This is an optimization exercise on Yosys and OpenROAD, whose aim is small area, not a production implementation.
Only simulation tests tie the RTL to the original design; equivalence was not proved.
Power and IR drop assume default switching activity.

==> flow/design.v <==
module security
		#(
			parameter	MAIN_MEM_ADDR = 14,
			parameter	CACHE_ADDR = 7,
			parameter 	PREG_PROTECT_LOW = 384,
			parameter 	PREG_PROTECT_HIGH = 767
		)
		(
			input clock,
			input reset,
			input [MAIN_MEM_ADDR-1:0]	mainmem_address,
			input [CACHE_ADDR-1:0]		cache_address,
			input 						MemoryAccess,
			input 						cache_hit,
			input 						cache_miss,
			output	reg					IRQ,
			output	wire				VVV_STATE
		);
localparam	NLINES = 2**CACHE_ADDR;
localparam	IDLE      = 3'b000,
			FIRST_A   = 3'b001,
			FIRST_V   = 3'b010,
			SECOND_VVH = 3'b011,
			SECOND_XAM = 3'b100,	 
			SECOND_AVM = 3'b101,
			ATTACK    = 3'b111;
assign VVV_STATE = 1'b0;
wire attack_space = (mainmem_address < PREG_PROTECT_LOW) | (mainmem_address > PREG_PROTECT_HIGH);
localparam	HI = CACHE_ADDR - CACHE_ADDR/2;
localparam	LO = CACHE_ADDR/2;
localparam	NAOI3 = NLINES / 3;
localparam	NAOI = (NLINES + 2) / 3;
wire [(2**HI)-1:0] rsel_n;
wire [(2**LO)-1:0] csel_n;
wire [NLINES-1:0]  sel;
wire [3*NLINES-1:0] REG_STATES_w;
wire [3*NAOI-1:0]  rd_n;
genvar gi, gj, gb;
generate
	for (gi = 0; gi < 2**HI; gi = gi + 1) begin : g_row
		assign rsel_n[gi] = ~((MemoryAccess & (cache_address[CACHE_ADDR-1:LO] == gi)) | reset);
	end
	for (gj = 0; gj < 2**LO; gj = gj + 1) begin : g_col
		assign csel_n[gj] = ~((cache_address[LO-1:0] == gj) | reset);
	end
	for (gi = 0; gi < 2**HI; gi = gi + 1) begin : g_sr
		for (gj = 0; gj < 2**LO; gj = gj + 1) begin : g_sc
			security_nor2 u_sel (.a(rsel_n[gi]), .b(csel_n[gj]), .y(sel[gi*(2**LO)+gj]));
		end
	end
	for (gb = 0; gb < 3; gb = gb + 1) begin : g_rb
		for (gi = 0; gi < NAOI3; gi = gi + 1) begin : g_ra
			security_aoi222 u_rd (
				.a1(sel[3*gi]),   .a2(REG_STATES_w[3*(3*gi)+gb]),
				.b1(sel[3*gi+1]), .b2(REG_STATES_w[3*(3*gi+1)+gb]),
				.c1(sel[3*gi+2]), .c2(REG_STATES_w[3*(3*gi+2)+gb]),
				.y(rd_n[gb*NAOI+gi]));
		end
		if (NLINES % 3 == 2) begin : g_r2
			security_aoi22 u_rd (
				.a1(sel[NLINES-2]), .a2(REG_STATES_w[3*(NLINES-2)+gb]),
				.b1(sel[NLINES-1]), .b2(REG_STATES_w[3*(NLINES-1)+gb]),
				.y(rd_n[gb*NAOI+NAOI3]));
		end
		if (NLINES % 3 == 1) begin : g_r1
			assign rd_n[gb*NAOI+NAOI3] = ~(sel[NLINES-1] & REG_STATES_w[3*(NLINES-1)+gb]);
		end
	end
endgenerate
reg [3*NLINES-1:0] REG_STATES;
assign REG_STATES_w = REG_STATES;
reg [2:0] state;
reg [2:0] next_state;
wire [2:0] d = reset ? IDLE : next_state;
always @* begin
	state[0] = ~&rd_n[0*NAOI +: NAOI];
	state[1] = ~&rd_n[1*NAOI +: NAOI];
	state[2] = ~&rd_n[2*NAOI +: NAOI];
end
generate
	for (gi = 0; gi < NLINES; gi = gi + 1) begin : g_line
		always @(posedge clock)
			if (sel[gi])
				REG_STATES[3*gi +: 3] <= d;
	end
endgenerate
always @* begin
	case (state)
	IDLE:       next_state = attack_space ? FIRST_A : FIRST_V;
	FIRST_A:    next_state = attack_space ? (cache_hit  ? SECOND_XAM : IDLE)
	                                      : (cache_miss ? SECOND_AVM : IDLE);
	FIRST_V:    next_state = attack_space ? (cache_miss ? SECOND_XAM : IDLE)
	                                      : (cache_hit  ? SECOND_VVH : IDLE);
	SECOND_VVH: next_state = (attack_space ? cache_miss : cache_hit) ? ATTACK : IDLE;
	SECOND_XAM: next_state = (!attack_space & cache_miss) ? ATTACK : IDLE;
	SECOND_AVM: next_state = (!attack_space | cache_miss) ? ATTACK : IDLE;
	default:    next_state = IDLE;
	endcase
end
always @(posedge clock, posedge reset)
	if (reset)
		IRQ <= 1'b0;
	else
		IRQ <= (next_state == ATTACK);
endmodule
module security_nor2 (input a, input b, output y);
assign y = ~(a | b);
endmodule
module security_aoi22 (input a1, input a2, input b1, input b2, output y);
assign y = ~((a1 & a2) | (b1 & b2));
endmodule
module security_aoi222 (input a1, input a2, input b1, input b2, input c1, input c2, output y);
assign y = ~((a1 & a2) | (b1 & b2) | (c1 & c2));
endmodule
==> flow/flow/run.sh <==
#!/bin/bash
# Own layout flow: the standard flow (standard.sh, standard synthesis unchanged) with
# - input/output port buffers of the smallest buffer cell (resized later by repair_design),
# - clock tree from clkbuf_8 cells without dummy loads,
# - power (area) recovery on paths with positive slack after global routing.
set -euo pipefail
export BUFFER_PORTS_ARGS="-buffer_cell sky130_fd_sc_hd__buf_1"
export CTS_ARGS="-sink_clustering_enable -repair_clock_nets -buf_list sky130_fd_sc_hd__clkbuf_8 -sink_clustering_size 16 -sink_clustering_max_diameter 50 -dont_use_dummy_load"
export RECOVER_POWER=100
bash standard.sh > standard_flow.log 2>&1
==> flow/standard.sh <==
#!/bin/bash
# synth_recipe.tcl (not shown) runs the flow's synth.tcl, then flattens the netlist and writes it again
# the make line also repeats each setting of config.mk as NAME=value (left out here)
make -C /OpenROAD-flow-scripts/flow DESIGN_CONFIG=/design/flow/config.mk WORK_HOME=/design/flow/orfs CLKGATE_MAP_FILE= SYNTH_SCRIPT=/design/flow/synth_recipe.tcl "${@:-finish}"
==> flow/config.mk <==
export PLATFORM = sky130hd
export DESIGN_NAME = security
export DESIGN_NICKNAME = security
export VERILOG_FILES = /design/flow/design.v
export SDC_FILE = /design/flow/constraint.sdc
export NUM_CORES = 4
export LEC_CHECK = 0
export CAP_MARGIN = 10
export CORE_MARGIN = 2
export CORE_UTILIZATION = 55
export CTS_BUF_LIST = sky130_fd_sc_hd__clkbuf_8
export CTS_CLUSTER_DIAMETER = 50
export CTS_CLUSTER_SIZE = 16
export GPL_TIMING_DRIVEN = 0
export SLEW_MARGIN = 10
export SYNTH_HIERARCHICAL = 1
export SYNTH_MINIMUM_KEEP_SIZE = 0
==> flow/constraint.sdc <==
create_clock -name core_clock -period 6.0 [get_ports {clock}]
set_input_delay 1.2000 -clock core_clock [delete_from_list [all_inputs] [get_ports {clock}]]
set_output_delay 1.2000 -clock core_clock [all_outputs]
set_load 0.01 [all_outputs]
==> results.sh, run 1 <==
export IMPL_grt_overflow=0
export IMPL_clock_sink_count=385
export IMPL_slew_limit_headroom_pct=29.63
export IMPL_status="finished clean"
export IMPL_rsz0062_at_grt="no"
export IMPL_setup_total_negative_slack_ps=0
export IMPL_placement_setup_worst_slack_ps=-477.7
export IMPL_insertion_delay_ps=600
export IMPL_number_of_global_route_vias_before_repair=7805
export IMPL_layout_drive_gt1_share_pct=8.082
export IMPL_grt_max_degree=67
export IMPL_max_cap_violations=0
export IMPL_fin_crit_ps=5810
export IMPL_crit_required_ps=6280
export IMPL_grt_antenna_before_repair=5
export IMPL_first_pass_iteration_count_of_the_detailed_router=8
export IMPL_drt_initial_drc_count=1267
export IMPL_synth_yosys_seq_area_share_pct=81.90
export IMPL_placedCellCount=1128
export IMPL_worst_ir_drop_vdd_mv=0.1866
export IMPL_worstSetupEndpointType="flip-flop"
export IMPL_fp_dieArea_um2=26950
export IMPL_synth_top_area_cell="sky130_fd_sc_hd__edfxtp_1"
export IMPL_timing_final_crit_share_pct=96.83
export IMPL_horizontal_die_dimension_um=164.2
export IMPL_synth_largest_type_area_fraction_pct=81.72
export IMPL_proportion_of_register_bits_with_asynchronous_set_or_reset_after_synthesis_pct=0.2597
export IMPL_post_route_worst_setup_slack_ps=190.4
export IMPL_count_of_flip_flops_with_a_built_in_enable_after_synthesis=384
export IMPL_area_growth_syn_to_layout_pct=8.078
export IMPL_cellPowerDensity_nw_per_um2=302.4
export IMPL_vias_per_cell=6.747
export IMPL_cts_post_setup_buffers_inserted=0
export IMPL_start_util_pct=56.03
export IMPL_grtUsageTotal_pct=22.63
export IMPL_finalHoldViolCount=0
export IMPL_final_max_slew_viol_count=0
export IMPL_chipHeight_um=164.2
export IMPL_cts_buffer_depth=3
export IMPL_synth_area_top_cells="sky130_fd_sc_hd__edfxtp_1, sky130_fd_sc_hd__a222oi_1, sky130_fd_sc_hd__nor2_1"
export IMPL_dr_total_vias=7854
export IMPL_setup_worst_path_start_class="primary input"
export IMPL_global_route_wire_length_before_repair_um=45650
export IMPL_nets=857
export IMPL_leakage_nw=4.880
export IMPL_synth_cell_type_count=38
export IMPL_critical_path_class="in2reg"
export IMPL_ant_nets=0
export IMPL_clock_root_buffer="sky130_fd_sc_hd__clkbuf_8"
export IMPL_clk_pin_slew_worst_paths_ps=90
export IMPL_floorplan_rows=58
export IMPL_synth_cells=769
export IMPL_detailed_placement_wirelength_estimate_um=18630
export IMPL_routed_wl_um=30030
export IMPL_place_congestion=0.7688
export IMPL_ys_ff_latch=385
export IMPL_synthesized_area_per_cell_um2=18.35
export IMPL_route_detailed_wl_per_inst_um=25.80
export IMPL_core_area_um2=25180
export IMPL_ports=28
export IMPL_critPathArrivalTime_ps=6090
export IMPL_holdBufCountCts=0
export IMPL_htree_num_levels=1
export IMPL_tritoncts="yes"
export IMPL_clock_skew_final_ps=45.16
export IMPL_ys_warnings_count=7
export IMPL_critical_path_peak_fanout=24
export IMPL_max_slew_worst_pin_slew_ps=1051
export IMPL_post_synth_instance_area_um2=14110
export IMPL_post_route_drc_count=0
export IMPL_hold_wc_path_type="in2async"
export IMPL_cts_made_buffers=31
export IMPL_finish_cell_count_without_fillers=1164
export IMPL_timing_final_setup_violations=0
export IMPL_timing_fmax_mhz=172.1
export IMPL_number_of_i_o_port_buffers=16
export IMPL_yosys_most_used_dff="sky130_fd_sc_hd__edfxtp_1"
[path summary, 6_finish.rpt]
check	slack [ps]	startpoint	to	cells past startpoint
max in group asynchronous	4940	reset	IRQ	2
worst max-delay path	190	reset	REG_STATES[317]	13
min in group core_clock	870	REG_STATES[212]	IRQ	6
worst min-delay path	830	reset	IRQ	2
worst min register to register	870	REG_STATES[212]	IRQ	6
worst max register to register	2230	REG_STATES[333]	REG_STATES[317]	9
[cell usage after synthesis, types with 3 or more instances]
master,number
sky130_fd_sc_hd__nor4_1,4
sky130_fd_sc_hd__a22oi_2,3
sky130_fd_sc_hd__a222oi_1,126
sky130_fd_sc_hd__o21ai_0,3
sky130_fd_sc_hd__a21oi_1,17
sky130_fd_sc_hd__nand4_1,32
sky130_fd_sc_hd__and3_1,3
sky130_fd_sc_hd__nor2b_1,3
sky130_fd_sc_hd__clkbuf_1,5
sky130_fd_sc_hd__nand3_1,4
sky130_fd_sc_hd__o31a_1,3
sky130_fd_sc_hd__edfxtp_1,384
sky130_fd_sc_hd__nand2_1,5
sky130_fd_sc_hd__inv_1,4
sky130_fd_sc_hd__nor3_1,4
sky130_fd_sc_hd__a31oi_1,8
sky130_fd_sc_hd__nor2_1,136
[Yosys stat by module, one instance, submodules excluded]
module,flip-flops and latches,cells,copies in the design,area (um^2)
security_nor2,0,1,128,3.754
security_aoi22,0,1,3,12.51
security_aoi222,0,1,126,10.01
security,385,512,1,12330
[metal layers]
metal	vias up	GRT usage, %	routed length [um]
li1	3501	-	-
met1	4006	33.36	13120
met2	303	36.00	14290
met3	44	3.889	2170
met4	0	5.024	454
met5	-	0	0
[critical path: stages]
cell                       delay, ps
sky130_fd_sc_hd__clkbuf_1        260
sky130_fd_sc_hd__clkbuf_1        370
sky130_fd_sc_hd__a31oi_1         780
sky130_fd_sc_hd__nor2_1          290
sky130_fd_sc_hd__a222oi_1        570
sky130_fd_sc_hd__nand4_1         220
sky130_fd_sc_hd__nor4_1          620
sky130_fd_sc_hd__nand3_1         400
sky130_fd_sc_hd__and3_1          300
sky130_fd_sc_hd__o211ai_1        280
sky130_fd_sc_hd__o311ai_4        270
sky130_fd_sc_hd__buf_8           240
sky130_fd_sc_hd__clkbuf_4        250
[repair_timing]
item	4_1_cts	5_1_grt
setup endpoints to repair	0	108
hold endpoints to repair	0	0
gates resized for setup	0	4
[where the power goes]
| part | internal, mW | total (mW) | switching (mW) |
|---|---|---|---|
| Clock | 0.459 | 1.21 | 0.753 |
| Sequential | 3.05 | 3.08 | 0.0301 |
| Combinational | 0.0833 | 0.314 | 0.231 |
| Total | 3.60 | 4.61 | 1.01 |
[stage by stage]
stage	instance area [um^2]	hold WS [ps]	power, mW	utilization, %
global placement	14630	883.6	3.437	58.08
finish	15250	827.0	4.611	60.56
detailed placement	14880	878.9	3.458	59.09
global route	15240	830.9	4.773	60.51
floorplan	14150	772.9	3.340	-
CTS	15310	788.5	4.643	60.79
[cell families after synthesis]
kind of cell | Yosys count | share of synthesized area, %
other | 1 | 0.02658
AOI/OAI and AO/OA | 168 | 10.94
DFF | 385 | 81.90
muxes | 1 | 0.07980
and+or+nand+nor | 201 | 6.562
adders and majority gates | 1 | 0.07980
buffers and inverters | 12 | 0.4079
[cell usage in the layout (no fill, tap or decap), drive strengths merged, types with 4 or more instances in the layout]
cell type,count
a222oi,126
o21ai,4
buf,24
nor3,5
diode,5
nand3,5
nor2,137
a21oi,17
edfxtp,384
inv,4
a31oi,8
nand4,32
clkbuf,44
nor4,6
nand2,5
[state kept, by name, indices dropped and copies added, names as in the netlist]
register	cells
IRQ	1
REG_STATES	384
[area by class of cell]
cell class                      count  area (um^2)
Antenna cell                        5        12.51
Buffer                              8        41.29
Clock buffer                       31        426.7
Fill cell                        1829         9932
Inverter                            4        15.01
Multi-Input combinational cell    372         2595
Sequential cell                   385        11560
Tap cell                          330        412.9
Timing Repair Buffer               29        190.2
==> inputs of run 2 (changes only) <==
==> flow/flow/run.sh (replaced) <==
#!/bin/bash
# Own layout flow: the standard flow (standard.sh, standard synthesis unchanged) with
# - synthesis buffers removed at floorplan instead of pre-placement timing repair
#   (sizing is left to the placement-aware repair steps),
# - input/output port buffers of the smallest buffer cell (resized later by repair_design),
# - clock tree from clkbuf_8 cells without dummy loads,
# - power (area) recovery on paths with positive slack after global routing.
set -euo pipefail
export REMOVE_ABC_BUFFERS=1
export BUFFER_PORTS_ARGS="-buffer_cell sky130_fd_sc_hd__buf_1"
export CTS_ARGS="-sink_clustering_enable -repair_clock_nets -buf_list sky130_fd_sc_hd__clkbuf_8 -sink_clustering_size 18 -sink_clustering_max_diameter 50 -dont_use_dummy_load"
export RECOVER_POWER=100
bash standard.sh > standard_flow.log 2>&1
==> run 2 against run 1 <==
  * Wire length increased by 1.6%
  * Combinational power grew 3%
  * Global-route usage grew 0.23 points
  * Synthesized area unchanged
  * Flip-flop and latch count stayed put
  * Critical path depth unchanged
  * Cell count down 0.69%
  * Register-to-register slack worse by 30 ps
  * Total power about the same
  * Via count up 2.2%
  * Non-clock buffer count is 3 lower
  * Largest power group unchanged
==> results.sh, run 2 <==
export IMPL_vias_per_cell=6.941
export IMPL_holdBufCountCts=0
export IMPL_ys_warnings_count=7
export IMPL_max_ffs_per_register=384
export IMPL_ant_nets=0
export IMPL_number_of_global_route_vias_before_repair=7852
export IMPL_floorplan_rows=58
export IMPL_area_growth_syn_to_layout_pct=8.504
export IMPL_cellPowerDensity_nw_per_um2=301.4
export IMPL_first_pass_iteration_count_of_the_detailed_router=6
export IMPL_slew_limit_headroom_pct=32.99
export IMPL_horizontal_die_dimension_um=164.2
export IMPL_tritoncts="yes"
export IMPL_place_congestion=0.7244
export IMPL_leakage_nw=4.893
export IMPL_start_util_pct=56.03
export IMPL_sequential_cell_area_um2=11560
export IMPL_synth_cells=769
export IMPL_finish_cell_count_without_fillers=1156
export IMPL_setup_worst_path_start_class="primary input"
export IMPL_cts_made_buffers=31
export IMPL_proportion_of_register_bits_with_asynchronous_set_or_reset_after_synthesis_pct=0.2597
export IMPL_commonest_non_fill_non_tap_cells_in_the_layout="sky130_fd_sc_hd__edfxtp_1, sky130_fd_sc_hd__nor2_1, sky130_fd_sc_hd__a222oi_1"
export IMPL_yosys_most_used_dff="sky130_fd_sc_hd__edfxtp_1"
export IMPL_synth_largest_type_area_fraction_pct=81.72
export IMPL_clock_skew_final_ps=73.09
export IMPL_synthesized_area_per_cell_um2=18.35
export IMPL_synth_cell_type_count=38
export IMPL_clock_sink_count=385
export IMPL_setup_total_negative_slack_ps=0
export IMPL_critPathArrivalTime_ps=6120
export IMPL_routed_wl_um=30520
export IMPL_synth_most_common_cell="sky130_fd_sc_hd__edfxtp_1"
export IMPL_final_max_slew_viol_count=0
export IMPL_post_synth_instance_area_um2=14110
export IMPL_worstSetupEndpointType="flip-flop"
export IMPL_global_route_wire_length_before_repair_um=46130
export IMPL_ports=28
export IMPL_cts_buffer_depth=3
export IMPL_drt_initial_drc_count=1506
export IMPL_detailed_placement_wirelength_estimate_um=19130
export IMPL_hold_wc_path_type="in2async"
export IMPL_rsz0062_at_grt="no"
export IMPL_multi_input_area_um2=2570
export IMPL_ys_ff_latch=385
export IMPL_fp_dieArea_um2=26950
export IMPL_count_of_flip_flops_with_a_built_in_enable_after_synthesis=384
export IMPL_max_slew_worst_pin_slew_ps=1001
export IMPL_post_layout_total_power_mw=4.615
export IMPL_insertion_delay_ps=610
export IMPL_n_antenna_cell=0
export IMPL_cts_post_setup_buffers_inserted=0
export IMPL_timing_final_setup_violations=0
export IMPL_mostFrequentLayoutCell="sky130_fd_sc_hd__edfxtp_1"
export IMPL_top_register="REG_STATES"
export IMPL_worst_ir_drop_vdd_mv=0.2165
export IMPL_num_fill_cells=1789
export IMPL_status="finished clean"
export IMPL_route_detailed_wl_per_inst_um=26.40
export IMPL_crit_required_ps=6370
export IMPL_grt_antenna_before_repair=0
export IMPL_max_cap_violations=0
export IMPL_placedCellCount=1125
export IMPL_clock_root_buffer="sky130_fd_sc_hd__clkbuf_8"
export IMPL_post_route_worst_setup_slack_ps=255.4
export IMPL_clk_pin_slew_worst_paths_ps=70
export IMPL_chipHeight_um=164.2
export IMPL_synth_area_top_cells="sky130_fd_sc_hd__edfxtp_1, sky130_fd_sc_hd__a222oi_1, sky130_fd_sc_hd__nor2_1"
export IMPL_holdWs_ps=826.7
export IMPL_critical_path_peak_fanout=24
export IMPL_grt_max_degree=78
export IMPL_htree_num_levels=1
export IMPL_core_area_um2=25180
export IMPL_grtUsageTotal_pct=22.87
export IMPL_dr_total_vias=8024
export IMPL_timing_fmax_mhz=174.1
export IMPL_timing_final_crit_share_pct=95.74
export IMPL_finalHoldViolCount=0
export IMPL_fin_crit_ps=5745
export IMPL_largest_registers="REG_STATES (384), IRQ (1)"
export IMPL_grt_overflow=0
export IMPL_layout_drive_gt1_share_pct=7.990
export IMPL_post_route_drc_count=0
export IMPL_synth_common_cells="sky130_fd_sc_hd__edfxtp_1, sky130_fd_sc_hd__nor2_1, sky130_fd_sc_hd__a222oi_1"
export IMPL_placement_setup_worst_slack_ps=-589.6
export IMPL_critical_path_class="in2reg"
export IMPL_synth_yosys_seq_area_share_pct=81.90
export IMPL_synth_top_area_cell="sky130_fd_sc_hd__edfxtp_1"
export IMPL_cts_repair_resized=0
export IMPL_nets=854
export IMPL_number_of_i_o_port_buffers=19
run 2: final cells by class:
| type | instances | area share (%) |
|---|---|---|
| Clock buffer | 31 | 2.787 |
| Inverter | 4 | 0.09807 |
| Multi-Input combinational cell | 372 | 16.79 |
| Sequential cell | 385 | 75.48 |
| Tap cell | 330 | 2.697 |
| Timing Repair Buffer | 34 | 2.149 |
run 2: final timing paths:
check                            endpoint  depth (start not counted)        startpoint  slack, ps
max                        REG_STATES[50]                         13  cache_address[1]        260
min                                   IRQ                          2             reset        830
max reg2reg                REG_STATES[50]                          8   REG_STATES[352]       2200
min reg2reg                           IRQ                          6     REG_STATES[5]       1020
max in group asynchronous             IRQ                          2             reset       4980
min in group core_clock               IRQ                          6     REG_STATES[5]       1020
run 2: kinds of logic after synthesis:
family / share of synthesized area [%]
flops: 81.90
other cells: 0.02658
mux: 0.07980
simple gates: 6.562
buf+inv: 0.4079
fa+ha+maj: 0.07980
compound gates: 10.94
run 2: metrics by stage:
step | util [%] | instance area (um^2)
5_1_grt | 60.80 | 15310
3_5_place_dp | 59.24 | 14920
4_1_cts | 60.94 | 15340
6_report | 60.80 | 15310
3_3_place_gp | 57.79 | 14550
2_1_floorplan | - | 14070
run 2: power breakdown:
part           switching (mW)  internal (mW)  leakage, nW
registers              0.0309           3.05         3.78
logic                   0.234         0.0879        0.893
clock network           0.749          0.458        0.223
total                    1.01           3.60         4.89
run 2: layer usage:
layer	GRT usage, %	vias up	share of wire (%)
met5	0	-	0
met4	6.380	0	1.8
met3	3.157	40	7.4
met2	34.99	370	47
met1	34.91	4123	44
li1	-	3491	-
run 2: Yosys stat by module, one instance, submodules excluded:
module,area (um^2),times used,flip-flops and latches
security_aoi22,12.51,3,0
security,12330,1,385
security_aoi222,10.01,126,0
security_nor2,3.754,128,0
run 2: worst max-delay path, stage by stage:
cell and delay [ps]:
sky130_fd_sc_hd__clkbuf_1 310, sky130_fd_sc_hd__inv_1 230, sky130_fd_sc_hd__a31oi_4 800, sky130_fd_sc_hd__nor2_1 310
sky130_fd_sc_hd__a222oi_1 490, sky130_fd_sc_hd__nand4_1 300, sky130_fd_sc_hd__nor4_2 390, sky130_fd_sc_hd__nand3_2 310
sky130_fd_sc_hd__nor2_1 260, sky130_fd_sc_hd__a21oi_1 120, sky130_fd_sc_hd__o311ai_0 750, sky130_fd_sc_hd__buf_8 280
sky130_fd_sc_hd__clkbuf_4 340
==> inputs of run 3 (changes only) <==
==> flow/flow/run.sh (replaced) <==
#!/bin/bash
# Own layout flow: the standard flow (standard.sh, standard synthesis unchanged) with
# - input/output port buffers of the smallest buffer cell (resized later by repair_design),
# - clock tree from clkbuf_8 cells without dummy loads,
# - power (area) recovery on paths with positive slack after global routing.
set -euo pipefail
export BUFFER_PORTS_ARGS="-buffer_cell sky130_fd_sc_hd__buf_1"
export CTS_ARGS="-sink_clustering_enable -repair_clock_nets -buf_list sky130_fd_sc_hd__clkbuf_8 -sink_clustering_size 18 -sink_clustering_max_diameter 50 -dont_use_dummy_load"
export RECOVER_POWER=100
bash standard.sh > standard_flow.log 2>&1
--- a/flow/config.mk
+++ b/flow/config.mk
@@ -7,7 +7,7 @@
 export LEC_CHECK = 0
 export CAP_MARGIN = 10
 export CORE_MARGIN = 2
-export CORE_UTILIZATION = 55
+export CORE_UTILIZATION = 68
 export CTS_BUF_LIST = sky130_fd_sc_hd__clkbuf_8
 export CTS_CLUSTER_DIAMETER = 50
 export CTS_CLUSTER_SIZE = 16
==> run 3 against run 2 <==
  * Critical endpoint is now REG_STATES[47]
  * Utilization grew 14 points
  * Clock skew grew 3.6 ps
  * Flip-flop and latch count is the same
  * Still clean
  * Hold slack gained 15 ps
  * Clock power is essentially flat
  * Global-route usage grew 3.6 points
  * Synthesized cell count is the same
  * Cell count shrank 5.0%
==> results.sh, run 3 <==
export IMPL_status="finished clean"
export IMPL_routed_wl_um=28800
export IMPL_max_ffs_per_register=384
export IMPL_multi_input_area_um2=2577
export IMPL_worst_ir_drop_vdd_mv=0.2061
export IMPL_setup_worst_path_start="reset"
export IMPL_nets=856
export IMPL_timing_final_crit_share_pct=95.76
export IMPL_synthesized_area_per_cell_um2=18.35
export IMPL_clock_sink_count=385
export IMPL_holdBufCountCts=0
export IMPL_fp_dieArea_um2=21920
export IMPL_post_synth_instance_area_um2=14110
export IMPL_synth_top_area_cell="sky130_fd_sc_hd__edfxtp_1"
export IMPL_num_fill_cells=1173
export IMPL_cts_made_buffers=30
export IMPL_slew_limit_headroom_pct=10.25
export IMPL_top_register="REG_STATES"
export IMPL_synth_yosys_seq_area_share_pct=81.90
export IMPL_count_of_flip_flops_with_a_built_in_enable_after_synthesis=384
export IMPL_grtUsageTotal_pct=26.50
export IMPL_finalHoldViolCount=0
export IMPL_number_of_i_o_port_buffers=16
export IMPL_grt_antenna_before_repair=0
export IMPL_ports=28
export IMPL_cellPowerDensity_nw_per_um2=301.5
export IMPL_startpoint_of_the_lowest_slack_register_to_register_path="REG_STATES[369]"
export IMPL_timing_final_setup_violations=0
export IMPL_critPathArrivalTime_ps=6020
export IMPL_placement_setup_worst_slack_ps=-509.8
export IMPL_fin_crit_ps=5746
export IMPL_number_of_global_route_vias_before_repair=7670
export IMPL_start_util_pct=69.51
export IMPL_holdWs_ps=841.5
export IMPL_timing_fmax_mhz=174.0
export IMPL_horizontal_die_dimension_um=148.0
export IMPL_crit_required_ps=6280
export IMPL_sequential_cell_area_um2=11560
export IMPL_synth_most_common_cell="sky130_fd_sc_hd__edfxtp_1"
export IMPL_post_route_worst_setup_slack_ps=254.5
export IMPL_setup_worst_path_start_class="primary input"
export IMPL_grt_overflow=0
export IMPL_max_slew_worst_pin_slew_ps=1342
export IMPL_drt_initial_drc_count=1203
export IMPL_area_growth_syn_to_layout_pct=7.679
export IMPL_first_pass_iteration_count_of_the_detailed_router=6
export IMPL_timing_reg2reg_worst_path_depth=9
export IMPL_synth_area_top_cells="sky130_fd_sc_hd__edfxtp_1, sky130_fd_sc_hd__a222oi_1, sky130_fd_sc_hd__nor2_1"
export IMPL_ys_ff_latch=385
export IMPL_crit_path_top_delay_cell="sky130_fd_sc_hd__a31oi_2"
export IMPL_crit_chain="clkbuf_1 > a31oi_2 > nor2_1 > a222oi_1 > nand4_1 > nor4_1 > nand3_1 > and3_1 > o211ai_1 > o311ai_4 > clkbuf_2 > clkbuf_4"
export IMPL_floorplan_rows=52
export IMPL_rsz0062_at_grt="no"
export IMPL_leakage_nw=4.892
export IMPL_max_cap_violations=0
export IMPL_critical_path_peak_fanout=21
export IMPL_synth_largest_type_area_fraction_pct=81.72
export IMPL_clk_pin_slew_worst_paths_ps=90
export IMPL_route_detailed_wl_per_inst_um=26.22
export IMPL_htree_num_levels=1
export IMPL_dr_total_vias=7924
export IMPL_synth_cells=769
export IMPL_grt_max_degree=69
export IMPL_critPathBufInv=3
export IMPL_cpLargestDelayFamily="compound AO/OA/AOI/OAI gates"
export IMPL_worstSetupPathDepth=12
export IMPL_yosys_most_used_dff="sky130_fd_sc_hd__edfxtp_1"
export IMPL_clock_root_buffer="sky130_fd_sc_hd__clkbuf_8"
export IMPL_core_area_um2=20300
export IMPL_place_congestion=0.7841
export IMPL_ant_nets=0
export IMPL_synth_common_cells="sky130_fd_sc_hd__edfxtp_1, sky130_fd_sc_hd__nor2_1, sky130_fd_sc_hd__a222oi_1"
export IMPL_cts_buffer_depth=3
export IMPL_largest_registers="REG_STATES (384), IRQ (1)"
export IMPL_r2r_setup_slack_ps=2250
export IMPL_insertion_delay_ps=610
export IMPL_synth_cell_type_count=38
export IMPL_chipHeight_um=148.0
export IMPL_global_route_wire_length_before_repair_um=43710
export IMPL_critical_path_class="in2reg"
export IMPL_mostFrequentLayoutCell="sky130_fd_sc_hd__edfxtp_1"
export IMPL_n_antenna_cell=0
export IMPL_hold_wc_path_type="in2async"
export IMPL_ys_warnings_count=7
export IMPL_post_route_drc_count=0
export IMPL_layout_drive_gt1_share_pct=8.092
export IMPL_cpPeakStageDelay_ps=1110
export IMPL_proportion_of_register_bits_with_asynchronous_set_or_reset_after_synthesis_pct=0.2597
export IMPL_clock_skew_final_ps=76.70
export IMPL_commonest_non_fill_non_tap_cells_in_the_layout="sky130_fd_sc_hd__edfxtp_1, sky130_fd_sc_hd__nor2_1, sky130_fd_sc_hd__a222oi_1"
export IMPL_vias_per_cell=7.217
export IMPL_tritoncts="yes"
export IMPL_worstSetupEndpointType="flip-flop"
export IMPL_final_max_slew_viol_count=0
export IMPL_detailed_placement_wirelength_estimate_um=18230
[run 3: cell counts after synthesis]
No cell type changed its count.
[run 3: routing by layer]
metal | up-vias | GRT usage, % | wire (um)
met5 | - | 0 | 0
met4 | 0 | 6.762 | 446
met3 | 38 | 4.877 | 2502
met2 | 412 | 41.02 | 13880
met1 | 3986 | 40.32 | 11970
li1 | 3488 | - | -
[run 3: worst register-to-register path, stage by stage (launching register included)]
cell and delay (ps):
sky130_fd_sc_hd__edfxtp_1 390, sky130_fd_sc_hd__a222oi_1 430, sky130_fd_sc_hd__nand4_1 220, sky130_fd_sc_hd__nor4_1 530, sky130_fd_sc_hd__nand3_1 390, sky130_fd_sc_hd__and3_1 300, sky130_fd_sc_hd__o211ai_1 250, sky130_fd_sc_hd__o311ai_4 200
sky130_fd_sc_hd__clkbuf_2 340, sky130_fd_sc_hd__clkbuf_4 360
[run 3: path summary, 6_finish.rpt]
path	to
min in group core_clock	IRQ
worst min register to register	IRQ
worst max register to register	REG_STATES[47]
worst min-delay path	IRQ
worst max-delay path	REG_STATES[47]
max in group asynchronous	IRQ
[run 3: where the power goes]
group | leakage (nW) | internal [mW] | switching [mW] | total [mW]
logic | 0.899 | 0.0838 | 0.228 | 0.312
registers | 3.78 | 3.06 | 0.0316 | 3.09
clock network | 0.216 | 0.445 | 0.738 | 1.18
total | 4.89 | 3.58 | 0.998 | 4.58
[run 3: cells by family after synthesis]
logic type	after synthesis	share of synthesized area, %
flip-flops	385	81.90
AND/OR/NAND/NOR	201	6.562
AO/OA/AOI/OAI	168	10.94
buffers and inverters	12	0.4079
multiplexers	1	0.07980
adder cells (fa/ha/maj)	1	0.07980
other	1	0.02658
[run 3: repair_timing]
action | in CTS | in global routing
buffers inserted | 0 | 0
gates resized for setup | 0 | 4
endpoints found under the setup margin | 0 | 117
[run 3: layout make-up]
class,count,share of cell area [%]
plain buffers,8,0.2800
clock buffers,30,2.718
inverters,4,0.09882
multi-input cells,372,16.96
flip-flops and latches,385,76.06
well taps,270,2.224
repair buffers,29,1.655
[run 3: modules after synthesis (local to each module, per instance)]
module / cells inside / flops+latches / cell area (um^2)
security: 512 / 385 / 12330
security_aoi22: 1 / 0 / 12.51
security_aoi222: 1 / 0 / 10.01
security_nor2: 1 / 0 / 3.754
[run 3: stage by stage]
stage / utilization, % / setup TNS, ps / cells / total power [mW] / area, um^2
2_1_floorplan: - / 0 / 769 / 3.340 / 14150
3_3_place_gp: 71.68 / -1190990 / 1055 / 3.428 / 14550
3_5_place_dp: 73.00 / -126960 / 1067 / 3.455 / 14820
4_1_cts: 75.04 / 0 / 1097 / 4.594 / 15230
5_1_grt: 74.85 / 0 / 1098 / 4.725 / 15190
6_report: 74.85 / 0 / 1098 / 4.581 / 15190
==> inputs of run 4 (changes only) <==
--- a/flow/config.mk
+++ b/flow/config.mk
@@ -7,7 +7,7 @@
 export LEC_CHECK = 0
 export CAP_MARGIN = 10
 export CORE_MARGIN = 2
-export CORE_UTILIZATION = 68
+export CORE_UTILIZATION = 45
 export CTS_BUF_LIST = sky130_fd_sc_hd__clkbuf_8
 export CTS_CLUSTER_DIAMETER = 50
 export CTS_CLUSTER_SIZE = 16
==> run 4 against run 3 <==
  * Still clean
  * Setup slack got worse by 55 ps
  * Clock power rose by 8%
  * Sequential share of layout area fell by 1.3 points
  * Hold slack got worse by 4.4 ps
  * Die area rose by 50%
  * Cell count rose by 13%
  * First-iteration DRC count rose by 6.9%
  * Global-route usage fell by 8.1 points
  * Wire length rose by 8.0%
  * Total power rose by 2.2%
  * Clock skew fell by 18 ps
  * Highest routed layer unchanged
==> results.sh, run 4 <==
export IMPL_status="finished clean"
export IMPL_final_core_utilization_pct=50.29
export IMPL_logic_gate_share_of_total_power_pct=7.0
export IMPL_timing_final_setup_violations=0
export IMPL_post_route_worst_setup_slack_ps=199.5
export IMPL_leakage_nw=4.951
export IMPL_setup_total_negative_slack_ps=0
export IMPL_mostFrequentLayoutCell="sky130_fd_sc_hd__edfxtp_1"
export IMPL_layout_drive_gt1_share_pct=9.156
export IMPL_ant_nets=0
export IMPL_post_synth_instance_area_um2=14110
export IMPL_power_share_switching_pct=21.97
export IMPL_crit_required_ps=6310
export IMPL_detailed_placement_wirelength_estimate_um=19280
export IMPL_startpoint_of_the_lowest_slack_register_to_register_path="REG_STATES[369]"
export IMPL_synth_common_cells="sky130_fd_sc_hd__edfxtp_1, sky130_fd_sc_hd__nor2_1, sky130_fd_sc_hd__a222oi_1"
export IMPL_vias_per_cell=6.458
export IMPL_start_util_pct=45.89
export IMPL_critical_path_class="in2reg"
export IMPL_max_cap_violations=0
export IMPL_worstSetupEndpointType="flip-flop"
export IMPL_setup_worst_path_start_class="primary input"
export IMPL_holdWs_ps=837.1
export IMPL_synth_top_area_cell="sky130_fd_sc_hd__edfxtp_1"
export IMPL_critPathArrivalTime_ps=6110
export IMPL_timing_reg2reg_worst_path_depth=9
export IMPL_core_area_um2=30750
export IMPL_n_antenna_cell=0
export IMPL_finalHoldViolCount=0
export IMPL_dr_total_vias=7989
export IMPL_synth_cells=769
export IMPL_max_ffs_per_register=384
export IMPL_first_pass_iteration_count_of_the_detailed_router=7
export IMPL_place_congestion=0.7214
export IMPL_rsz0062_at_grt="yes"
export IMPL_placedCellCount=1195
export IMPL_htree_num_levels=2
export IMPL_fp_dieArea_um2=32790
export IMPL_drt_initial_drc_count=1286
export IMPL_cts_made_buffers=34
export IMPL_cts_buffer_depth=3
export IMPL_insertion_delay_ps=540
export IMPL_ys_warnings_count=7
export IMPL_placement_setup_worst_slack_ps=-650.7
export IMPL_seqPwrFrac_pct=65.9
export IMPL_final_max_slew_viol_count=0
export IMPL_critical_path_peak_fanout=22
export IMPL_synth_yosys_seq_area_share_pct=81.90
export IMPL_cellPowerDensity_nw_per_um2=302.9
export IMPL_grt_antenna_before_repair=0
export IMPL_synth_largest_type_area_fraction_pct=81.72
export IMPL_nets=869
export IMPL_grtUsageTotal_pct=18.39
export IMPL_synth_area_top_cells="sky130_fd_sc_hd__edfxtp_1, sky130_fd_sc_hd__a222oi_1, sky130_fd_sc_hd__nor2_1"
export IMPL_commonest_non_fill_non_tap_cells_in_the_layout="sky130_fd_sc_hd__edfxtp_1, sky130_fd_sc_hd__nor2_1, sky130_fd_sc_hd__a222oi_1"
export IMPL_clk_pin_slew_worst_paths_ps=70
export IMPL_synth_most_common_cell="sky130_fd_sc_hd__edfxtp_1"
export IMPL_fin_crit_ps=5800
export IMPL_ports=28
export IMPL_clock_power_share_pct=27.1
export IMPL_clock_skew_final_ps=58.72
export IMPL_horizontal_die_dimension_um=181.1
export IMPL_rr_endpoint="REG_STATES[40]"
export IMPL_timing_fmax_mhz=172.4
export IMPL_largest_registers="REG_STATES (384), IRQ (1)"
export IMPL_chipHeight_um=181.1
export IMPL_synthesized_area_per_cell_um2=18.35
export IMPL_number_of_global_route_vias_before_repair=7843
export IMPL_timing_final_crit_share_pct=96.67
export IMPL_global_route_wire_length_before_repair_um=46140
export IMPL_top_register="REG_STATES"
export IMPL_floorplan_rows=64
export IMPL_post_route_drc_count=0
export IMPL_r2r_setup_slack_ps=2070
export IMPL_worst_ir_drop_vdd_mv=0.1606
export IMPL_count_of_flip_flops_with_a_built_in_enable_after_synthesis=384
export IMPL_ys_ff_latch=385
export IMPL_hold_wc_path_type="in2async"
export IMPL_grt_max_degree=80
export IMPL_yosys_most_used_dff="sky130_fd_sc_hd__edfxtp_1"
export IMPL_area_growth_syn_to_layout_pct=9.595
export IMPL_number_of_i_o_port_buffers=16
export IMPL_proportion_of_register_bits_with_asynchronous_set_or_reset_after_synthesis_pct=0.2597
export IMPL_route_detailed_wl_per_inst_um=25.14
export IMPL_grt_overflow=0
export IMPL_finish_cell_count_without_fillers=1237
export IMPL_switchingPower_mw=1.029
export IMPL_synth_cell_type_count=38
export IMPL_clock_root_buffer="sky130_fd_sc_hd__clkbuf_8"
export IMPL_tritoncts="yes"
export IMPL_routed_wl_um=31100
export IMPL_internal_power_mw=3.655
export IMPL_clock_sink_count=385
export IMPL_max_slew_worst_pin_slew_ps=1057
export IMPL_slew_limit_headroom_pct=29.54
[run 4: cell counts after synthesis]
Identical to the previous run, type by type.
[run 4: worst max-delay path, stage by stage]
cell                       delay (ps)
sky130_fd_sc_hd__clkbuf_1         240
sky130_fd_sc_hd__clkbuf_1         370
sky130_fd_sc_hd__a21oi_1          670
sky130_fd_sc_hd__nor2_1           270
sky130_fd_sc_hd__a222oi_1         480
sky130_fd_sc_hd__nand4_1          240
sky130_fd_sc_hd__nor4_1           640
sky130_fd_sc_hd__nand3_1          440
sky130_fd_sc_hd__a21oi_1          250
sky130_fd_sc_hd__a21oi_1           90
sky130_fd_sc_hd__nor3_4           650
sky130_fd_sc_hd__buf_16           240
sky130_fd_sc_hd__clkbuf_4         290
[run 4: worst max-delay path by stage]
stage               slack, ps  startpoint         endpoint  depth (start not counted)
floorplan                  20       reset  REG_STATES[101]                         11
global placement        -3480       reset   REG_STATES[30]                         10
detailed placement       -650       reset  REG_STATES[288]                         11
CTS                        70       reset  REG_STATES[288]                         11
global route              -40       reset   REG_STATES[40]                         13
finish                    200       reset   REG_STATES[40]                         13
[run 4: area by class of cell]
cell class	instances	area (um^2)
buffer	8	42.54
fill	2503	15290
multi-input combinational	373	2596
clock buffer	34	467.9
timing repair buffer	37	290.3
inverter	4	15.01
sequential	385	11560
tap	396	495.5
[run 4: Yosys stat by module (local to each module, per instance)]
| module | flip-flops and latches | cells inside | cell area, um^2 | times used |
|---|---|---|---|---|
| security | 385 | 512 | 12330 | 1 |
| security_aoi22 | 0 | 1 | 12.51 | 3 |
| security_aoi222 | 0 | 1 | 10.01 | 126 |
| security_nor2 | 0 | 1 | 3.754 | 128 |
[run 4: routing by layer]
| metal | GRT usage, % | up-vias | share of wire (%) |
|---|---|---|---|
| met3 | 2.802 | 48 | 6.4 |
| met5 | 0 | - | 0 |
| met4 | 5.496 | 0 | 2.0 |
| met1 | 26.40 | 4105 | 44 |
| met2 | 29.42 | 309 | 48 |
| li1 | - | 3527 | - |
[run 4: power by group through the flow]
stage | logic [mW] | clock network [mW] | registers [mW]
floorplan | 0.207 | 0 | 3.13
global placement | 0.295 | 0 | 3.14
detailed placement | 0.319 | 0 | 3.15
CTS | 0.320 | 1.30 | 3.09
global route | 0.352 | 1.41 | 3.09
finish | 0.327 | 1.27 | 3.09
[run 4: logic make-up after synthesis]
group                      after synthesis  share of synthesized area (%)
DFF                                    385                          81.90
and+or+nand+nor                        201                          6.562
AOI/OAI and AO/OA                      168                          10.94
buffers and inverters                   12                         0.4079
muxes                                    1                        0.07980
adders and majority gates                1                        0.07980
other                                    1                        0.02658
[run 4: what timing repair did]
item,in CTS,in global routing
gates cloned,0,1
hold buffers,0,0
resized for setup,3,5
setup buffers,0,7
setup endpoints to repair,98,98
pin swaps,0,1
[run 4: through the flow]
step	cell area, um^2	power [mW]
after floorplan	14150	3.340
after global placement	14710	3.435
after detailed placement	15010	3.466
after CTS	15480	4.712
after global routing	15460	4.852
final	15460	4.684
==> inputs of run 5 (changes only) <==
--- a/flow/config.mk
+++ b/flow/config.mk
@@ -7,7 +7,7 @@
 export LEC_CHECK = 0
 export CAP_MARGIN = 10
 export CORE_MARGIN = 2
-export CORE_UTILIZATION = 45
+export CORE_UTILIZATION = 55
 export CTS_BUF_LIST = sky130_fd_sc_hd__clkbuf_8
 export CTS_CLUSTER_DIAMETER = 50
 export CTS_CLUSTER_SIZE = 16
==> run 5 against run 4 <==
  * Still clean on timing, DRC and antenna
  * Total power shrank 2.2%
  * Register-to-register slack better by 230 ps
  * Utilization rose by 10 points
  * Fmax rose by 1.4%
  * Non-clock buffer count down 8
  * Combinational power shrank 4%
  * Via count shrank 1.7%
  * Setup slack improved by 82 ps
  * Cell count fell by 6.0%
  * First-iteration DRC count decreased by 2.6%
  * Hold slack got worse by 8.6 ps
  * Critical path type unchanged
  * Critical endpoint is now REG_STATES[362]
==> results.sh, run 5 <==
export IMPL_r2r_setup_slack_ps=2300
export IMPL_synth_common_cells="sky130_fd_sc_hd__edfxtp_1, sky130_fd_sc_hd__nor2_1, sky130_fd_sc_hd__a222oi_1"
export IMPL_rr_endpoint="REG_STATES[362]"
export IMPL_ports=28
export IMPL_detailed_placement_wirelength_estimate_um=18630
export IMPL_chipHeight_um=164.2
export IMPL_synth_area_top_cells="sky130_fd_sc_hd__edfxtp_1, sky130_fd_sc_hd__a222oi_1, sky130_fd_sc_hd__nor2_1"
export IMPL_floorplan_rows=58
export IMPL_number_of_global_route_vias_before_repair=7763
export IMPL_setup_total_negative_slack_ps=0
export IMPL_first_pass_iteration_count_of_the_detailed_router=7
export IMPL_largest_registers="REG_STATES (384), IRQ (1)"
export IMPL_place_congestion=0.7688
export IMPL_vias_per_cell=6.750
export IMPL_synth_top_area_cell="sky130_fd_sc_hd__edfxtp_1"
export IMPL_timing_final_crit_share_pct=95.30
export IMPL_critical_path_class="in2reg"
export IMPL_global_route_wire_length_before_repair_um=45370
export IMPL_timing_reg2reg_worst_path_depth=9
export IMPL_cts_post_setup_buffers_inserted=0
export IMPL_setup_worst_path_start="reset"
export IMPL_ys_ff_latch=385
export IMPL_cellPowerDensity_nw_per_um2=300.8
export IMPL_multi_input_area_um2=2595
export IMPL_synth_cells=769
export IMPL_tritoncts="yes"
export IMPL_startpoint_of_the_lowest_slack_register_to_register_path="REG_STATES[333]"
export IMPL_setup_worst_path_start_class="primary input"
export IMPL_yosys_most_used_dff="sky130_fd_sc_hd__edfxtp_1"
export IMPL_core_area_um2=25180
export IMPL_max_ffs_per_register=384
export IMPL_clock_sink_count=385
export IMPL_placedCellCount=1128
export IMPL_grt_overflow=0
export IMPL_crit_end="REG_STATES[362]"
export IMPL_htree_num_levels=1
export IMPL_timing_fmax_mhz=174.9
export IMPL_synth_yosys_seq_area_share_pct=81.90
export IMPL_max_slew_worst_pin_slew_ps=1077
export IMPL_cts_made_buffers=30
export IMPL_post_route_drc_count=0
export IMPL_critPathArrivalTime_ps=6000
export IMPL_ant_nets=0
export IMPL_drt_initial_drc_count=1253
export IMPL_grt_antenna_before_repair=5
export IMPL_routed_wl_um=29760
export IMPL_clk_pin_slew_worst_paths_ps=90
export IMPL_number_of_i_o_port_buffers=16
export IMPL_start_util_pct=56.03
export IMPL_synthesized_area_per_cell_um2=18.35
export IMPL_route_detailed_wl_per_inst_um=25.58
export IMPL_rsz0062_at_grt="no"
export IMPL_worst_ir_drop_vdd_mv=0.2009
export IMPL_hold_wc_path_type="in2async"
export IMPL_critical_path_peak_fanout=24
export IMPL_cts_repair_resized=0
export IMPL_layout_drive_gt1_share_pct=7.971
export IMPL_grt_max_degree=67
export IMPL_area_growth_syn_to_layout_pct=7.928
export IMPL_proportion_of_register_bits_with_asynchronous_set_or_reset_after_synthesis_pct=0.2597
export IMPL_ys_warnings_count=7
export IMPL_synth_cell_type_count=38
export IMPL_clock_skew_final_ps=40.23
export IMPL_worstSetupEndpointType="flip-flop"
export IMPL_commonest_non_fill_non_tap_cells_in_the_layout="sky130_fd_sc_hd__edfxtp_1, sky130_fd_sc_hd__nor2_1, sky130_fd_sc_hd__a222oi_1"
export IMPL_clock_root_buffer="sky130_fd_sc_hd__clkbuf_8"
export IMPL_sequential_cell_area_um2=11560
export IMPL_slew_limit_headroom_pct=27.88
export IMPL_dr_total_vias=7850
export IMPL_grtUsageTotal_pct=22.52
export IMPL_crit_required_ps=6280
export IMPL_top_register="REG_STATES"
export IMPL_fp_dieArea_um2=26950
export IMPL_max_cap_violations=0
export IMPL_mostFrequentLayoutCell="sky130_fd_sc_hd__edfxtp_1"
export IMPL_nets=856
export IMPL_cts_buffer_depth=3
export IMPL_synth_largest_type_area_fraction_pct=81.72
export IMPL_fin_crit_ps=5718
export IMPL_num_fill_cells=1836
export IMPL_status="finished clean"
export IMPL_final_core_utilization_pct=60.47
export IMPL_post_synth_instance_area_um2=14110
export IMPL_count_of_flip_flops_with_a_built_in_enable_after_synthesis=384
export IMPL_horizontal_die_dimension_um=164.2
export IMPL_final_max_slew_viol_count=0
export IMPL_timing_final_setup_violations=0
export IMPL_leakage_nw=4.870
export IMPL_finalHoldViolCount=0
export IMPL_finish_cell_count_without_fillers=1163
export IMPL_synth_most_common_cell="sky130_fd_sc_hd__edfxtp_1"
export IMPL_insertion_delay_ps=600
export IMPL_holdBufCountCts=0
-- run 5: cell counts after synthesis --
Identical to the previous run, type by type.
-- run 5: kinds of logic (layout without fill, tap and decap cells) --
family | after synthesis | in the layout | share of synthesized area (%)
compound gates | 168 | 168 | 10.94
flops | 385 | 385 | 81.90
mux | 1 | 1 | 0.07980
fa+ha+maj | 1 | 1 | 0.07980
simple gates | 201 | 201 | 6.562
other cells | 1 | 6 | 0.02658
buf+inv | 12 | 71 | 0.4079
-- run 5: critical path, cell delays in order --
cell	delay [ps]
sky130_fd_sc_hd__clkbuf_1	270
sky130_fd_sc_hd__clkbuf_1	370
sky130_fd_sc_hd__a31oi_1	780
sky130_fd_sc_hd__nor2_1	290
sky130_fd_sc_hd__a222oi_1	580
sky130_fd_sc_hd__nand4_1	220
sky130_fd_sc_hd__nor4_1	550
sky130_fd_sc_hd__nand3_1	380
sky130_fd_sc_hd__and3_1	300
sky130_fd_sc_hd__o211ai_1	280
sky130_fd_sc_hd__o311ai_4	260
sky130_fd_sc_hd__buf_8	240
sky130_fd_sc_hd__clkbuf_4	260
-- run 5: Yosys stat by module (local to each module, per instance) --
module	copies in the design	flops+latches
security	1	385
security_aoi22	3	0
security_aoi222	126	0
security_nor2	128	0
-- run 5: cell type report --
class	instances	area share, %
inverters	4	0.09859
plain buffers	8	0.2711
repair buffers	29	1.200
flip-flops and latches	385	75.89
diodes	5	0.08216
multi-input cells	372	17.04
well taps	330	2.711
clock buffers	30	2.711
-- run 5: worst min-delay path by stage --
stage | endpoint | slack, ps
global placement | IRQ | 880
floorplan | IRQ | 770
global route | IRQ | 840
finish | IRQ | 830
CTS | IRQ | 790
detailed placement | IRQ | 880
-- run 5: per-layer routing --
metal | vias up | global-route usage, % | wire, um
li1 | 3492 | - | -
met1 | 4019 | 33.13 | 13040
met2 | 292 | 35.85 | 14100
met3 | 47 | 3.788 | 2061
met4 | 0 | 5.223 | 549
met5 | - | 0 | 0
-- run 5: per-stage QoR --
step                      power [mW]  hold WS, ps  instance area (um^2)  worst slack, ps
after detailed placement       3.458        878.9                 14880           -477.7
after CTS                      4.612        793.1                 15290            117.1
after floorplan                3.340        772.9                 14150            19.31
final                          4.581        828.5                 15230            282.0
after global placement         3.437        883.6                 14630            -3544
after global routing           4.748        838.1                 15220            51.27
-- run 5: power breakdown --
part / total (mW) / leakage [nW] / switching [mW] / internal, mW
sequential: 3.08 / 3.78 / 0.0300 / 3.05
combinational: 0.313 / 0.877 / 0.230 / 0.0833
clock: 1.18 / 0.216 / 0.738 / 0.445
total: 4.58 / 4.87 / 0.998 / 3.58
==> inputs of run 6 (changes only) <==
--- a/flow/config.mk
+++ b/flow/config.mk
@@ -5,13 +5,13 @@
 export SDC_FILE = /design/flow/constraint.sdc
 export NUM_CORES = 4
 export LEC_CHECK = 0
-export CAP_MARGIN = 10
+export CAP_MARGIN = 5
 export CORE_MARGIN = 2
 export CORE_UTILIZATION = 55
 export CTS_BUF_LIST = sky130_fd_sc_hd__clkbuf_8
 export CTS_CLUSTER_DIAMETER = 50
 export CTS_CLUSTER_SIZE = 16
 export GPL_TIMING_DRIVEN = 0
-export SLEW_MARGIN = 10
+export SLEW_MARGIN = 5
 export SYNTH_HIERARCHICAL = 1
 export SYNTH_MINIMUM_KEEP_SIZE = 0
==> run 6 against run 5 <==
  * Critical path type unchanged
  * Still clean
  * Wire length grew 0.26%
  * Register-to-register slack is essentially flat
  * Synthesized area is the same
  * Flip-flop and latch count is the same
  * Critical endpoint is now REG_STATES[275]
  * Setup slack lost 37 ps
  * Die area is the same
  * Cell count grew 0.34%
==> results.sh, run 6 <==
export IMPL_groute_layer_met3_usage_pct=3.788
export IMPL_final_max_slew_viol_count=0
export IMPL_insertion_delay_ps=590
export IMPL_max_slew_worst_pin_slew_ps=1016
export IMPL_final_design_area_no_fill_um2=15310
export IMPL_ant_nets=0
export IMPL_layout_drive_gt1_share_pct=8.173
export IMPL_placement_setup_worst_slack_ps=-749.0
export IMPL_htree_num_levels=1
export IMPL_holdWs_ps=881.1
export IMPL_route_detailed_wl_per_inst_um=25.56
export IMPL_ports=28
export IMPL_chipHeight_um=164.2
export IMPL_tritoncts="yes"
export IMPL_synth_yosys_seq_area_share_pct=81.90
export IMPL_first_pass_iteration_count_of_the_detailed_router=7
export IMPL_crit_required_ps=6260
export IMPL_fp_dieArea_um2=26950
export IMPL_synth_largest_type_area_fraction_pct=81.72
export IMPL_timing_final_setup_violations=0
export IMPL_commonest_non_fill_non_tap_cells_in_the_layout="sky130_fd_sc_hd__edfxtp_1, sky130_fd_sc_hd__nor2_1, sky130_fd_sc_hd__a222oi_1"
export IMPL_start_util_pct=56.03
export IMPL_global_route_wire_length_before_repair_um=45030
export IMPL_drt_initial_drc_count=1302
export IMPL_groute_layer_met2_usage_pct=35.41
export IMPL_critPathBufInv=4
export IMPL_number_of_i_o_port_buffers=16
export IMPL_top_register="REG_STATES"
export IMPL_slew_limit_headroom_pct=32.28
export IMPL_startpoint_of_the_lowest_slack_register_to_register_path="REG_STATES[333]"
export IMPL_synth_cell_type_count=38
export IMPL_synth_common_cells="sky130_fd_sc_hd__edfxtp_1, sky130_fd_sc_hd__nor2_1, sky130_fd_sc_hd__a222oi_1"
export IMPL_critical_path_class="in2reg"
export IMPL_proportion_of_register_bits_with_asynchronous_set_or_reset_after_synthesis_pct=0.2597
export IMPL_worst_ir_drop_vdd_mv=0.1894
export IMPL_synth_area_top_cells="sky130_fd_sc_hd__edfxtp_1, sky130_fd_sc_hd__a222oi_1, sky130_fd_sc_hd__nor2_1"
export IMPL_critical_path_peak_fanout=18
export IMPL_synth_top_area_cell="sky130_fd_sc_hd__edfxtp_1"
export IMPL_count_of_flip_flops_with_a_built_in_enable_after_synthesis=384
export IMPL_number_of_global_route_vias_before_repair=7695
export IMPL_cts_buffer_depth=3
export IMPL_grt_antenna_before_repair=5
export IMPL_clock_sink_count=385
export IMPL_leakage_nw=4.904
export IMPL_cpLargestDelayFamily="simple AND/OR/NAND/NOR gates"
export IMPL_core_area_um2=25180
export IMPL_cellPowerDensity_nw_per_um2=299.0
export IMPL_timing_fmax_mhz=173.8
export IMPL_grtUsageTotal_pct=22.26
export IMPL_nets=860
export IMPL_hold_wc_path_type="reg2reg"
export IMPL_yosys_most_used_dff="sky130_fd_sc_hd__edfxtp_1"
export IMPL_cpPeakStageDelay_ps=750
export IMPL_area_growth_syn_to_layout_pct=8.513
export IMPL_dr_total_vias=7862
export IMPL_grt_busiest_layer="met2"
export IMPL_min_from="REG_STATES[203]"
export IMPL_worstSetupEndpointType="flip-flop"
export IMPL_synth_cells=769
export IMPL_detailed_placement_wirelength_estimate_um=18720
export IMPL_post_route_drc_count=0
export IMPL_rsz0062_at_grt="no"
export IMPL_status="finished clean"
export IMPL_routed_wl_um=29830
export IMPL_grt_overflow=0
export IMPL_crit_chain="clkbuf_1 > clkbuf_1 > a31oi_1 > nor2_1 > a222oi_1 > nand4_1 > nor4_1 > nand3_1 > and3_1 > o211ai_1 > o311ai_4 > clkbuf_2 > buf_2"
export IMPL_max_ffs_per_register=384
export IMPL_mostFrequentLayoutCell="sky130_fd_sc_hd__edfxtp_1"
export IMPL_setup_total_negative_slack_ps=0
export IMPL_fin_crit_ps=5755
export IMPL_setup_worst_path_start_class="primary input"
export IMPL_grt_util_met1_pct=32.90
export IMPL_setup_worst_path_start="reset"
export IMPL_vias_per_cell=6.737
export IMPL_ys_warnings_count=7
export IMPL_largest_registers="REG_STATES (384), IRQ (1)"
export IMPL_post_synth_instance_area_um2=14110
export IMPL_finalHoldViolCount=0
export IMPL_critPathArrivalTime_ps=6020
export IMPL_post_dp_cell_area_um2=14860
export IMPL_floorplan_rows=58
export IMPL_ys_ff_latch=385
export IMPL_synthesized_area_per_cell_um2=18.35
export IMPL_clock_skew_final_ps=39.04
export IMPL_timing_final_crit_share_pct=95.92
export IMPL_horizontal_die_dimension_um=164.2
export IMPL_cts_made_buffers=30
export IMPL_critical_path_most_common_cell="sky130_fd_sc_hd__clkbuf_1"
export IMPL_clock_root_buffer="sky130_fd_sc_hd__clkbuf_8"
export IMPL_place_congestion=0.7688
export IMPL_crit_path_top_delay_cell="sky130_fd_sc_hd__a31oi_1"
export IMPL_grt_max_degree=67
export IMPL_clk_pin_slew_worst_paths_ps=90
export IMPL_post_route_worst_setup_slack_ps=244.9
export IMPL_max_cap_violations=0
export IMPL_synth_most_common_cell="sky130_fd_sc_hd__edfxtp_1"
-- run 6: changes by cell type in the layout (fill, tap and decap cells not counted), sizes merged --
cell    change
buf         +7
clkbuf      -4
nor3        +1
-- run 6: per-layer routing --
layer	routed length, um	part of all wire (%)
met1	13170	44
met2	14130	47
met3	2080	7.0
met4	449	1.5
met5	0	0
-- run 6: modules after synthesis (local to each module, per instance) --
module / cells / flip-flops and latches / area, um^2 / copies in the design
security_aoi222: 1 / 0 / 10.01 / 126
security_aoi22: 1 / 0 / 12.51 / 3
security: 512 / 385 / 12330 / 1
security_nor2: 1 / 0 / 3.754 / 128
-- run 6: what timing repair did --
item,in CTS,in global routing
resized for setup,3,4
setup buffers,0,4
endpoints found under the setup margin,92,186
hold buffers,0,0
pin swaps,0,2
cloned,0,1
-- run 6: area by class of cell --
class	count	area [um^2]
Fill cell	1812	9871
Buffer	8	42.54
Antenna cell	5	12.51
Sequential cell	385	11560
Inverter	4	15.01
Tap cell	330	412.9
Timing Repair Buffer	32	277.8
Multi-Input combinational cell	373	2581
Clock buffer	30	412.9
-- run 6: worst paths after layout --
path	slack (ps)	cells past startpoint	endpoint
hold / removal	880	6	IRQ
max in group asynchronous	4870	2	IRQ
hold reg to reg	880	6	IRQ
setup reg to reg	2290	9	REG_STATES[275]
min in group asynchronous	900	2	IRQ
setup / recovery	240	13	REG_STATES[275]
-- run 6: kinds of logic (layout without fill, tap and decap cells) --
group / Yosys count / in the layout / share of synthesized area, %
fa+ha+maj: 1 / 1 / 0.07980
flops: 385 / 385 / 81.90
mux: 1 / 1 / 0.07980
other cells: 1 / 6 / 0.02658
compound gates: 168 / 168 / 10.94
buf+inv: 12 / 74 / 0.4079
simple gates: 201 / 202 / 6.562
-- run 6: per-stage QoR --
stage          total power, mW  instances  utilization, %
2_1_floorplan            3.340        769               -
3_3_place_gp             3.437       1115           58.08
3_5_place_dp             3.458       1127           59.01
4_1_cts                  4.609       1157           60.71
5_1_grt                  4.739       1162           60.75
6_report                 4.579       1167           60.80
-- run 6: worst register-to-register path, cell delays in order (launching register included) --
cell,delay (ps)
sky130_fd_sc_hd__edfxtp_1,370
sky130_fd_sc_hd__a222oi_1,480
sky130_fd_sc_hd__nand4_1,230
sky130_fd_sc_hd__nor4_1,580
sky130_fd_sc_hd__nand3_1,390
sky130_fd_sc_hd__and3_1,290
sky130_fd_sc_hd__o211ai_1,260
sky130_fd_sc_hd__o311ai_4,180
sky130_fd_sc_hd__clkbuf_2,310
sky130_fd_sc_hd__buf_2,310
-- run 6: power breakdown --
| part | total [mW] | switching, mW | internal [mW] |
|---|---|---|---|
| registers | 3.08 | 0.0299 | 3.05 |
| logic | 0.316 | 0.230 | 0.0857 |
| clock network | 1.18 | 0.733 | 0.445 |
==> inputs of run 7 (changes only) <==
--- a/flow/config.mk
+++ b/flow/config.mk
@@ -5,13 +5,13 @@
 export SDC_FILE = /design/flow/constraint.sdc
 export NUM_CORES = 4
 export LEC_CHECK = 0
-export CAP_MARGIN = 5
+export CAP_MARGIN = 0
 export CORE_MARGIN = 2
 export CORE_UTILIZATION = 55
 export CTS_BUF_LIST = sky130_fd_sc_hd__clkbuf_8
 export CTS_CLUSTER_DIAMETER = 50
 export CTS_CLUSTER_SIZE = 16
 export GPL_TIMING_DRIVEN = 0
-export SLEW_MARGIN = 5
+export SLEW_MARGIN = 0
 export SYNTH_HIERARCHICAL = 1
 export SYNTH_MINIMUM_KEEP_SIZE = 0
==> run 7 against run 6 <==
  * Highest routed layer unchanged
  * Sequential power is essentially flat
  * Wire length grew 0.14%
  * Total power grew 0.15%
  * Combinational power is essentially flat
  * Critical endpoint is now REG_STATES[113]
  * Via count is essentially flat
  * Largest power group unchanged
  * Cell count shrank 0.43%
==> results.sh, run 7 <==
export IMPL_status="finished clean"
export IMPL_number_of_i_o_port_buffers=16
export IMPL_cpLargestDelayFamily="simple AND/OR/NAND/NOR gates"
export IMPL_cts_buffer_depth=3
export IMPL_crit_required_ps=6300
export IMPL_clock_sink_count=385
export IMPL_grt_overflow=0
export IMPL_rsz0062_at_grt="no"
export IMPL_max_cap_violations=0
export IMPL_yosys_most_used_dff="sky130_fd_sc_hd__edfxtp_1"
export IMPL_finish_cell_count_without_fillers=1162
export IMPL_ys_warnings_count=7
export IMPL_post_synth_instance_area_um2=14110
export IMPL_cts_made_buffers=30
export IMPL_ant_nets=0
export IMPL_yosys_area_share_adder_pct=0.07981
export IMPL_hold_wc_path_type="in2async"
export IMPL_count_of_flip_flops_with_a_built_in_enable_after_synthesis=384
export IMPL_grtUsageTotal_pct=22.44
export IMPL_crit_path_top_delay_cell="sky130_fd_sc_hd__a31oi_4"
export IMPL_timing_final_setup_violations=0
export IMPL_cpPeakStageDelay_ps=750
export IMPL_htree_num_levels=1
export IMPL_routed_wl_um=29880
export IMPL_slew_limit_headroom_pct=31.28
export IMPL_first_pass_iteration_count_of_the_detailed_router=6
export IMPL_worstSetupEndpointType="flip-flop"
export IMPL_holdWs_ps=846.8
export IMPL_mostFrequentLayoutCell="sky130_fd_sc_hd__edfxtp_1"
export IMPL_cellPowerDensity_nw_per_um2=299.3
export IMPL_timing_final_crit_share_pct=96.41
export IMPL_ys_ff_latch=385
export IMPL_number_of_global_route_vias_before_repair=7757
export IMPL_detailed_placement_wirelength_estimate_um=18810
export IMPL_placedCellCount=1126
export IMPL_worst_ir_drop_vdd_mv=0.1935
export IMPL_area_growth_syn_to_layout_pct=8.593
export IMPL_largest_registers="REG_STATES (384), IRQ (1)"
export IMPL_max_ffs_per_register=384
export IMPL_synth_top_family_by_area="compound AO/OA/AOI/OAI gates"
export IMPL_synth_yosys_seq_area_share_pct=81.90
export IMPL_commonest_non_fill_non_tap_cells_in_the_layout="sky130_fd_sc_hd__edfxtp_1, sky130_fd_sc_hd__nor2_1, sky130_fd_sc_hd__a222oi_1"
export IMPL_clock_root_buffer="sky130_fd_sc_hd__clkbuf_8"
export IMPL_synth_common_cells="sky130_fd_sc_hd__edfxtp_1, sky130_fd_sc_hd__nor2_1, sky130_fd_sc_hd__a222oi_1"
export IMPL_synth_top_area_cell="sky130_fd_sc_hd__edfxtp_1"
export IMPL_grt_antenna_before_repair=5
export IMPL_synth_cells=769
export IMPL_finalHoldViolCount=0
export IMPL_drt_initial_drc_count=1166
export IMPL_fp_dieArea_um2=26950
export IMPL_chipHeight_um=164.2
export IMPL_top_register="REG_STATES"
export IMPL_dr_total_vias=7858
export IMPL_max_slew_worst_pin_slew_ps=1026
export IMPL_horizontal_die_dimension_um=164.2
export IMPL_start_util_pct=56.03
export IMPL_synth_largest_type_area_fraction_pct=81.72
export IMPL_synth_area_top_cells="sky130_fd_sc_hd__edfxtp_1, sky130_fd_sc_hd__a222oi_1, sky130_fd_sc_hd__nor2_1"
export IMPL_synth_most_common_cell="sky130_fd_sc_hd__edfxtp_1"
export IMPL_clock_skew_final_ps=33.87
export IMPL_vias_per_cell=6.762
export IMPL_layout_drive_gt1_share_pct=8.102
export IMPL_leakage_nw=4.898
export IMPL_setup_worst_path_start_class="primary input"
export IMPL_fin_crit_ps=5785
export IMPL_critical_path_most_common_cell="sky130_fd_sc_hd__clkbuf_1"
export IMPL_grt_max_degree=67
export IMPL_post_synth_mux_area_share_pct=0.07981
export IMPL_critPathArrivalTime_ps=6090
export IMPL_crit_chain="clkbuf_1 > clkbuf_1 > a31oi_4 > nor2_1 > a222oi_1 > nand4_1 > nor4_1 > nand3_1 > and3_1 > o211ai_1 > o311ai_4 > buf_16 > buf_2 > buf_6"
## run 7: path summary, 6_finish.rpt
check | from | endpoint | slack (ps) | depth (start not counted)
worst max-delay path | reset | REG_STATES[113] | 220 | 14
worst max register to register | REG_STATES[333] | REG_STATES[113] | 2200 | 10
min in group core_clock | REG_STATES[212] | IRQ | 880 | 6
worst min register to register | REG_STATES[212] | IRQ | 880 | 6
max in group asynchronous | reset | IRQ | 4930 | 2
worst min-delay path | reset | IRQ | 850 | 2
## run 7: kinds of logic after synthesis
| family | Yosys count |
|---|---|
| adder cells (fa/ha/maj) | 1 |
| flip-flops | 385 |
| other | 1 |
| buffers and inverters | 12 |
| multiplexers | 1 |
| AO/OA/AOI/OAI | 168 |
| AND/OR/NAND/NOR | 201 |
## run 7: layout make-up
cell class	count	area, um^2
Buffer	8	42.54
Tap cell	330	412.9
Sequential cell	385	11560
Clock buffer	30	412.9
Inverter	4	15.01
Multi-Input combinational cell	372	2601
Antenna cell	5	12.51
Fill cell	1858	9859
Timing Repair Buffer	28	269.0
## run 7: routing by layer
layer  track usage, %  vias to the layer above  wire length (um)
met5                0                        -                 0
met4            4.944                        0               548
met1            32.66                     4062             12870
met2            35.93                      256             14240
li1                 -                     3497                 -
met3            4.141                       43              2208
## run 7: stage by stage
stage	TNS, ps	utilization [%]	cell area (um^2)	power [mW]
6_report	0	60.85	15320	4.585
5_1_grt	0	60.80	15310	4.751
4_1_cts	0	61.08	15380	4.619
3_5_place_dp	-179950	59.35	14950	3.459
3_3_place_gp	-1289320	58.08	14630	3.437
2_1_floorplan	0	-	14150	3.340
## run 7: modules after synthesis, one instance, submodules excluded
module	flops+latches	copies in the design
security	385	1
security_aoi22	0	3
security_aoi222	0	126
security_nor2	0	128
## run 7: what timing repair did
action | CTS | global route
pin swaps | 0 | 1
setup endpoints to repair | 80 | 168
setup buffers | 0 | 1
hold buffers | 0 | 0
resized for setup | 5 | 4
gates cloned | 0 | 0
## run 7: report_power, final
part | switching [mW] | leakage [nW] | internal [mW] | total, mW
logic | 0.230 | 0.906 | 0.0834 | 0.314
registers | 0.0305 | 3.78 | 3.05 | 3.09
clock network | 0.742 | 0.216 | 0.444 | 1.19

[re-timing with driven ports]
No port has a modelled driver above. Below, the same layouts with a new extraction and two added sets of constraints.
Step 1 assumes that a clkbuf_16 drives the clock port and a buf_2 every other input.
Step 2 also shifts input and output timing later by t, the mid clock arrival at the registers, as if the neighbouring blocks saw the same clock.
a / b / c = no drivers / after step 1 / after step 2; a / b = the first two.
run | t, ns | slack for setup (ns) | pins driven straight from the clock port
run 1 | 0.621 | 0.190 / 0.181 / -0.441 | 1
run 2 | 0.615 | 0.255 / 0.271 / -0.345 | 1
run 3 | 0.619 | 0.254 / 0.247 / -0.372 | 1
run 4 | 0.561 | 0.200 / 0.227 / -0.335 | 1
run 5 | 0.621 | 0.282 / 0.273 / -0.347 | 1
run 6 | 0.617 | 0.245 / 0.241 / -0.376 | 1
run 7 | 0.618 | 0.215 / 0.210 / -0.408 | 1
With both steps, setup timing fails in every run listed, where it was met with ideal ports. For run 1, which loses most, drivers alone change the setup slack by -0.009 ns; drivers and shift together by -0.631 ns.
